This is an optimization exercise on Yosys and OpenROAD, whose aim is small area and a short achievable clock period, not a production implementation. At most, simulation tests tie the RTL to the original design; equivalence was not proved. Power figures rest on the tool's default switching activity, not on a simulated workload.

Design pow_5_pipe, start of the top module:
module pow_5_pipe
(
    input             clock,
    input      [17:0] n,
    output reg [17:0] n_pow_5
);
For scale: about 110 flip-flops, ~37 I/O pins, ~5400 µm² of cells after synthesis.
Settings: LEC_CHECK=0, CAP_MARGIN=20, CORE_MARGIN=2, CORE_UTILIZATION=40, CTS_BUF_LIST=sky130_fd_sc_hd__clkbuf_4 sky130_fd_sc_hd__clkbuf_8, CTS_CLUSTER_DIAMETER=60, CTS_CLUSTER_SIZE=40, SETUP_SLACK_MARGIN=4.3, SLEW_MARGIN=20; clock period 6.4 ns.
run.sh (not shown) runs the stock make flow with config.mk's settings and CLKGATE_MAP_FILE= SYNTH_SCRIPT=/design/flow/synth_recipe.tcl, a recipe that flattens the netlist after the stock synthesis.
The first run went through all stages and came out clean.
Then changed:
ABC_CLOCK_PERIOD_IN_PS = 2200   (was unset)
=>
- The changed run passed the timing, DRC and antenna checks
- power is unchanged
- global-route usage stays the same
- count of clock-buffer cells in the layout stays the same
- wire length stays the same
No run of this note included a check of the RTL's function; only the layout flow was run.


v6:
Another version of the RTL of pow_5_pipe (not shown whole).
Size: ~600 cells after synthesis, about 110 flip-flops, roughly 37 I/O pins.
clock: 6.4 ns
lec_check: 0
cap_margin: 20
core_margin: 2
core_utilization: 40
cts_buf_list: sky130_fd_sc_hd__clkbuf_4 sky130_fd_sc_hd__clkbuf_8
cts_cluster_diameter: 60
cts_cluster_size: 40
place_density: 0.7
setup_slack_margin: 4.25
slew_margin: 20
--- input diff v6..v7 ---
- PLACE_DENSITY changed from 0.7 to 0.75
- SETUP_SLACK_MARGIN changed from 4.25 to 4.2
==> flow/flow/run.sh (new file) <==
#!/bin/bash
set -o pipefail
export BUFFER_PORTS_ARGS="-buffer_cell sky130_fd_sc_hd__buf_1"
export CTS_ARGS="-sink_clustering_enable -repair_clock_nets -dont_use_dummy_load -sink_clustering_size 40 -sink_clustering_max_diameter 60 -buf_list {sky130_fd_sc_hd__clkbuf_4 sky130_fd_sc_hd__clkbuf_8}"
bash standard.sh finish > standard.log 2>&1
==> flow/standard.sh (new file) <==
#!/bin/bash
# synth_recipe.tcl (not shown) runs the flow's synth.tcl, then flattens the netlist and writes it again
# the make line also repeats each setting of config.mk as NAME=value (left out here)
make -C /OpenROAD-flow-scripts/flow DESIGN_CONFIG=/design/flow/config.mk WORK_HOME=/design/flow/orfs CLKGATE_MAP_FILE= SYNTH_SCRIPT=/design/flow/synth_recipe.tcl "${@:-finish}"
removed: flow/run.sh
Results
From v7 to v6, maximum number of pins on one net before global-route repair did not move at all.
v7 vs. v6: sequential share of cell area has increased; mean instance size in the synthesized netlist essentially unchanged; filler cell count in the final layout went up about 1.3%; cell count after synthesis neither gained nor lost much.
Compared with v6, v7 shows signed area change from the synthesized netlist to the final layout lower by 5.1 points.
In the flow results for v6 and v7, the logic gate share of total power is larger on v7.
v7 vs. v6: footprint of the flip-flops and latches down 0.44%; share of final layout cell area taken by non-clock buffers shrank by 2.6 points.
v6 vs v7, critical path class: register to output pin vs register to register
Function was not checked in any run of this note: the RTL went through the layout flow alone.


== run K ==
Another version of the RTL of pow_5_pipe (not shown whole).
Size: roughly 110 flip-flops, about 37 I/O pins, roughly 5400 um^2 of cells after synthesis.
clock: 6.4 ns
lec_check: 0
cap_margin: 20
core_margin: 2
core_utilization: 40
cts_buf_list: sky130_fd_sc_hd__clkbuf_4 sky130_fd_sc_hd__clkbuf_8
cts_cluster_diameter: 60
cts_cluster_size: 40
place_density: 0.75
setup_slack_margin: 4.2
slew_margin: 20
standard.sh (not shown) runs the stock make flow with config.mk's settings and CLKGATE_MAP_FILE= SYNTH_SCRIPT=/design/flow/synth_recipe.tcl, a recipe that flattens the netlist after the stock synthesis.
==> flow/flow/run.sh <==
#!/bin/bash
# The standard layout, with these changes to how the layout is made:
#  - synthesis skips Yosys's early "abc -fast" pass (synth -noabc), so that extract_fa
#    finds the carry-save adder tree as the RTL writes it; everything else in the
#    synthesis script is the standard flow's (including -nofsm -noshare, flatten and renaming)
#  - port buffers use sky130_fd_sc_hd__buf_1 (every input and output still gets its own buffer)
#  - clock tree synthesis does not add dummy load cells
set -o pipefail
export BUFFER_PORTS_ARGS="-buffer_cell sky130_fd_sc_hd__buf_1"
export CTS_ARGS="-sink_clustering_enable -repair_clock_nets -dont_use_dummy_load -sink_clustering_size 40 -sink_clustering_max_diameter 60 -buf_list {sky130_fd_sc_hd__clkbuf_4 sky130_fd_sc_hd__clkbuf_8}"
sed '1s/yosys synth -nofsm -noshare /yosys synth -nofsm -noshare -noabc /' synth_recipe.tcl > flow_synth.tcl
sed "s#SYNTH_SCRIPT=[^ ]*synth_recipe.tcl#SYNTH_SCRIPT=$PWD/flow_synth.tcl#" standard.sh > flow_standard.sh
grep -q -- "-noabc" flow_synth.tcl && grep -q "flow_synth.tcl" flow_standard.sh || { echo "could not set up synthesis script" > standard.log; exit 1; }
bash flow_standard.sh finish > standard.log 2>&1
For run B, these inputs were changed with respect to run K:
- SETUP_SLACK_MARGIN now 4.3, was 4.2
==> flow/run.sh (new file) <==
#!/bin/bash
# synth_recipe.tcl (not shown) runs the flow's synth.tcl, then flattens the netlist and writes it again
# the make line also repeats each setting of config.mk as NAME=value (left out here)
make -C /OpenROAD-flow-scripts/flow DESIGN_CONFIG=/design/flow/config.mk WORK_HOME=/design/flow/orfs CLKGATE_MAP_FILE= SYNTH_SCRIPT=/design/flow/synth_recipe.tcl finish
removed: flow/flow/run.sh
removed: flow/standard.sh
Results
Run B completed; timing, DRC and antenna clean. From run K to run B the numbers moved as follows: number of buffers outside the clock class in the layout up 3; routed wire length grew by 4.6%; final cell area excluding filler cells went up. Looking at worst setup slack across both flows, run B is the weaker of the two, with run K ahead. Total power grows by a little under 10% when moving from run K to run B.
No run of this note included a check of the RTL's function; only the layout flow was run.


Setup of 09-05:
Another version of the RTL of pow_5_pipe (not shown whole).
For scale: roughly 590 cells after synthesis, about 110 flip-flops, about 37 I/O pins.
==> flow/config.mk <==
export PLATFORM = sky130hd
export DESIGN_NAME = pow_5_pipe
export DESIGN_NICKNAME = pow_5_pipe
export VERILOG_FILES = /design/flow/design.v
export SDC_FILE = /design/flow/constraint.sdc
export NUM_CORES = 4
export LEC_CHECK = 0
export CAP_MARGIN = 20
export CORE_MARGIN = 2
export CORE_UTILIZATION = 40
export CTS_BUF_LIST = sky130_fd_sc_hd__clkbuf_4 sky130_fd_sc_hd__clkbuf_8
export CTS_CLUSTER_DIAMETER = 60
export CTS_CLUSTER_SIZE = 40
export PLACE_DENSITY = 0.75
export SETUP_SLACK_MARGIN = 4.2
export SLEW_MARGIN = 20
==> flow/constraint.sdc <==
create_clock -name core_clock -period 6.4 [get_ports {clock}]
set_input_delay 1.2800 -clock core_clock [delete_from_list [all_inputs] [get_ports {clock}]]
set_output_delay 1.2800 -clock core_clock [all_outputs]
set_load 0.01 [all_outputs]
==> flow/flow/run.sh <==
#!/bin/bash
set -o pipefail
export BUFFER_PORTS_ARGS="-buffer_cell sky130_fd_sc_hd__buf_1"
export CTS_ARGS="-sink_clustering_enable -repair_clock_nets -dont_use_dummy_load -sink_clustering_size 40 -sink_clustering_max_diameter 60 -buf_list {sky130_fd_sc_hd__clkbuf_4 sky130_fd_sc_hd__clkbuf_8}"
bash standard.sh finish > standard.log 2>&1
09-05 went all the way through the flow, and no timing, DRC or antenna check failed.
Input changes introduced in 06-26 (baseline for comparison: 09-05):
==> flow/run.sh (new file) <==
#!/bin/bash
# synth_recipe.tcl (not shown) runs the flow's synth.tcl, then flattens the netlist and writes it again
# the make line also repeats each setting of config.mk as NAME=value (left out here)
make -C /OpenROAD-flow-scripts/flow DESIGN_CONFIG=/design/flow/config.mk WORK_HOME=/design/flow/orfs CLKGATE_MAP_FILE= SYNTH_SCRIPT=/design/flow/synth_recipe.tcl finish
removed: flow/flow/run.sh
removed: flow/standard.sh
[summary]
- [compare] base=09-05 new=06-26: fraction of area in registers went down by 0.98 points, shortest period the worst path allows has remained practically unchanged.
- Route | 06-26 vs 09-05 | wire longer in 06-26
- 06-26 against 09-05: clock slew at the register clock pins of the worst setup and hold paths shows no meaningful change; mapped cell area held steady; clock-buffer cell count moved up; setup slack did not really move.
- 06-26: global placement routability congestion higher than 09-05
No run of this note included a check of the RTL's function; only the layout flow was run.


Another version of the RTL of pow_5_pipe (not shown whole).
For scale: about 560 cells after synthesis, ~110 flip-flops, about 37 I/O pins.
clock: 6.4 ns
lec_check: 0
cap_margin: 20
core_margin: 2
core_utilization: 40
cts_buf_list: sky130_fd_sc_hd__clkbuf_16
setup_slack_margin: 4.4
slew_margin: 20
run.sh (not shown) runs the stock make flow with config.mk's settings and CLKGATE_MAP_FILE= SYNTH_SCRIPT=/design/flow/synth_recipe.tcl, a recipe that flattens the netlist after the stock synthesis.
Stock flow here: none of the scripts above is used.
Edit:
- CTS_BUF_LIST: sky130_fd_sc_hd__clkbuf_16 -> sky130_fd_sc_hd__clkbuf_4 sky130_fd_sc_hd__clkbuf_8
- CTS_CLUSTER_DIAMETER: not set -> 60
- CTS_CLUSTER_SIZE: not set -> 40
- PLACE_DENSITY: not set -> 0.85
- SETUP_SLACK_MARGIN: 4.4 -> 4.3
Outcome:
- area after synthesis does not change
- cell area fell by 4.0%
- non-clock buffer count is lower by 12
- die area is unchanged
- sequential power barely changes
- global-route usage drops by 1.6 points
- wire length goes down by 7.9%
- clock power went down by 31%
- setup slack is worse by 42 ps
- clock skew rises by 4.4 ps
- clock-buffer cell count does not change


pow_5_pipe, a different RTL version from the one above (not shown whole).
Size: about 110 flip-flops, ~37 I/O pins.
export LEC_CHECK = 0
export CAP_MARGIN = 20
export CORE_MARGIN = 2
export CORE_UTILIZATION = 40
export CTS_BUF_LIST = sky130_fd_sc_hd__clkbuf_4 sky130_fd_sc_hd__clkbuf_8
export CTS_CLUSTER_DIAMETER = 60
export CTS_CLUSTER_SIZE = 40
export PLACE_DENSITY = 0.75
export SETUP_SLACK_MARGIN = 4.2
export SLEW_MARGIN = 20
create_clock -name core_clock -period 6.4 [get_ports {clock}]
standard.sh (not shown) runs the stock make flow with config.mk's settings and CLKGATE_MAP_FILE= SYNTH_SCRIPT=/design/flow/synth_recipe.tcl, a recipe that flattens the netlist after the stock synthesis.
==> flow/flow/run.sh <==
#!/bin/bash
set -o pipefail
export BUFFER_PORTS_ARGS="-buffer_cell sky130_fd_sc_hd__buf_1"
export RECOVER_POWER=100
export CTS_ARGS="-sink_clustering_enable -repair_clock_nets -dont_use_dummy_load -sink_clustering_size 40 -sink_clustering_max_diameter 60 -buf_list {sky130_fd_sc_hd__clkbuf_4 sky130_fd_sc_hd__clkbuf_8}"
bash standard.sh finish > standard.log 2>&1
The starting point ran to the end with violations: capacitance limit, slew limit.
Rerun with:
--- a/flow/flow/run.sh
+++ b/flow/flow/run.sh
@@ -4 +3,0 @@
-export RECOVER_POWER=100
Settings changed: PLACE_DENSITY 0.75 to 0.8.
With this change the flow finished clean.
Synthesized cell count is unchanged.
Worst hold slack degrades by 3.7 ps.
Flip-flop and latch count does not change.
Clock-buffer cell count is unchanged.
Total power rose by 2.1%.
Die area does not change.
Routed wire length shrinks by 2.6%.
Cell count is higher by 1.3%.
Utilization goes up by 1.3 points.
Maximum frequency climbs by 64%.
First-iteration DRC count went up by 11%.
Rerun with:
==> flow/run.sh (new file) <==
#!/bin/bash
# synth_recipe.tcl (not shown) runs the flow's synth.tcl, then flattens the netlist and writes it again
# the make line also repeats each setting of config.mk as NAME=value (left out here)
make -C /OpenROAD-flow-scripts/flow DESIGN_CONFIG=/design/flow/config.mk WORK_HOME=/design/flow/orfs CLKGATE_MAP_FILE= SYNTH_SCRIPT=/design/flow/synth_recipe.tcl finish
Settings changed: PLACE_DENSITY 0.8 to 0.75.
removed: flow/flow/run.sh
removed: flow/standard.sh
The new run completed with no timing, DRC or antenna violations.
Wire length came out higher by 3.6%.
Via count hardly moves.
Die area is unchanged.
Global-route usage is higher by 1.3 points.
Utilization climbs by 1.2 points.
Cell area goes up by 2.6%.
Total power goes up by 4.9%.

==> what the ideal ports hide <==
The flow's constraints put no driver on any port. The routed layouts listed below were extracted and timed again, unchanged, in two steps.
Step 1: set_driving_cell puts a clkbuf_16 on clock and a buf_2 on each other input, an assumption about the parent block.
Step 2 adds t to the input delays and takes it off the output delays; t is the mean of the earliest and latest rising clock arrival at the registers after step 1. Input paths then give back, and output paths get back, about the clock's delay inside the block.
Three values: ideal, step 1, step 2; two values: the first two.
run | t (ns) | setup WS [ns] | slew at the worst register clock pin (ns) | worst slew at a driven data input, ns
the first run of note 1 | 0.457 | 4.197 / 4.197 / 4.197 | 0.07 / 0.07 | 0.03
the second run of note 1 | 0.457 | 4.197 / 4.197 / 4.197 | 0.07 / 0.07 | 0.03
v6 | 0.414 | 4.293 / 4.256 / 4.297 | 0.11 / 0.11 | 0.04
v7 | 0.407 | 4.245 / 4.226 / 4.245 | 0.10 / 0.10 | 0.04
run K | 0.462 | 4.185 / 4.185 / 4.185 | 0.07 / 0.07 | 0.03
run B | 0.457 | 4.174 / 4.174 / 4.174 | 0.07 / 0.07 | 0.03
09-05 | 0.394 | 4.193 / 4.193 / 4.193 | 0.11 / 0.11 | 0.03
06-26 | 0.419 | 4.195 / 4.195 / 4.195 | 0.11 / 0.11 | 0.04
the first run of note 5 | 0.395 | 4.186 / 4.186 / 4.186 | 0.08 / 0.08 | 0.04
the second run of note 5 | 0.408 | 4.144 / 4.144 / 4.144 | 0.10 / 0.10 | 0.03
the first run of note 6 | 0.409 | 2.824 / 2.824 / 2.824 | 0.09 / 0.09 | 0.03
the second run of note 6 | 0.395 | 4.216 / 4.216 / 4.216 | 0.10 / 0.10 | 0.03
the third run of note 6 | 0.415 | 4.194 / 4.194 / 4.194 | 0.11 / 0.11 | 0.05
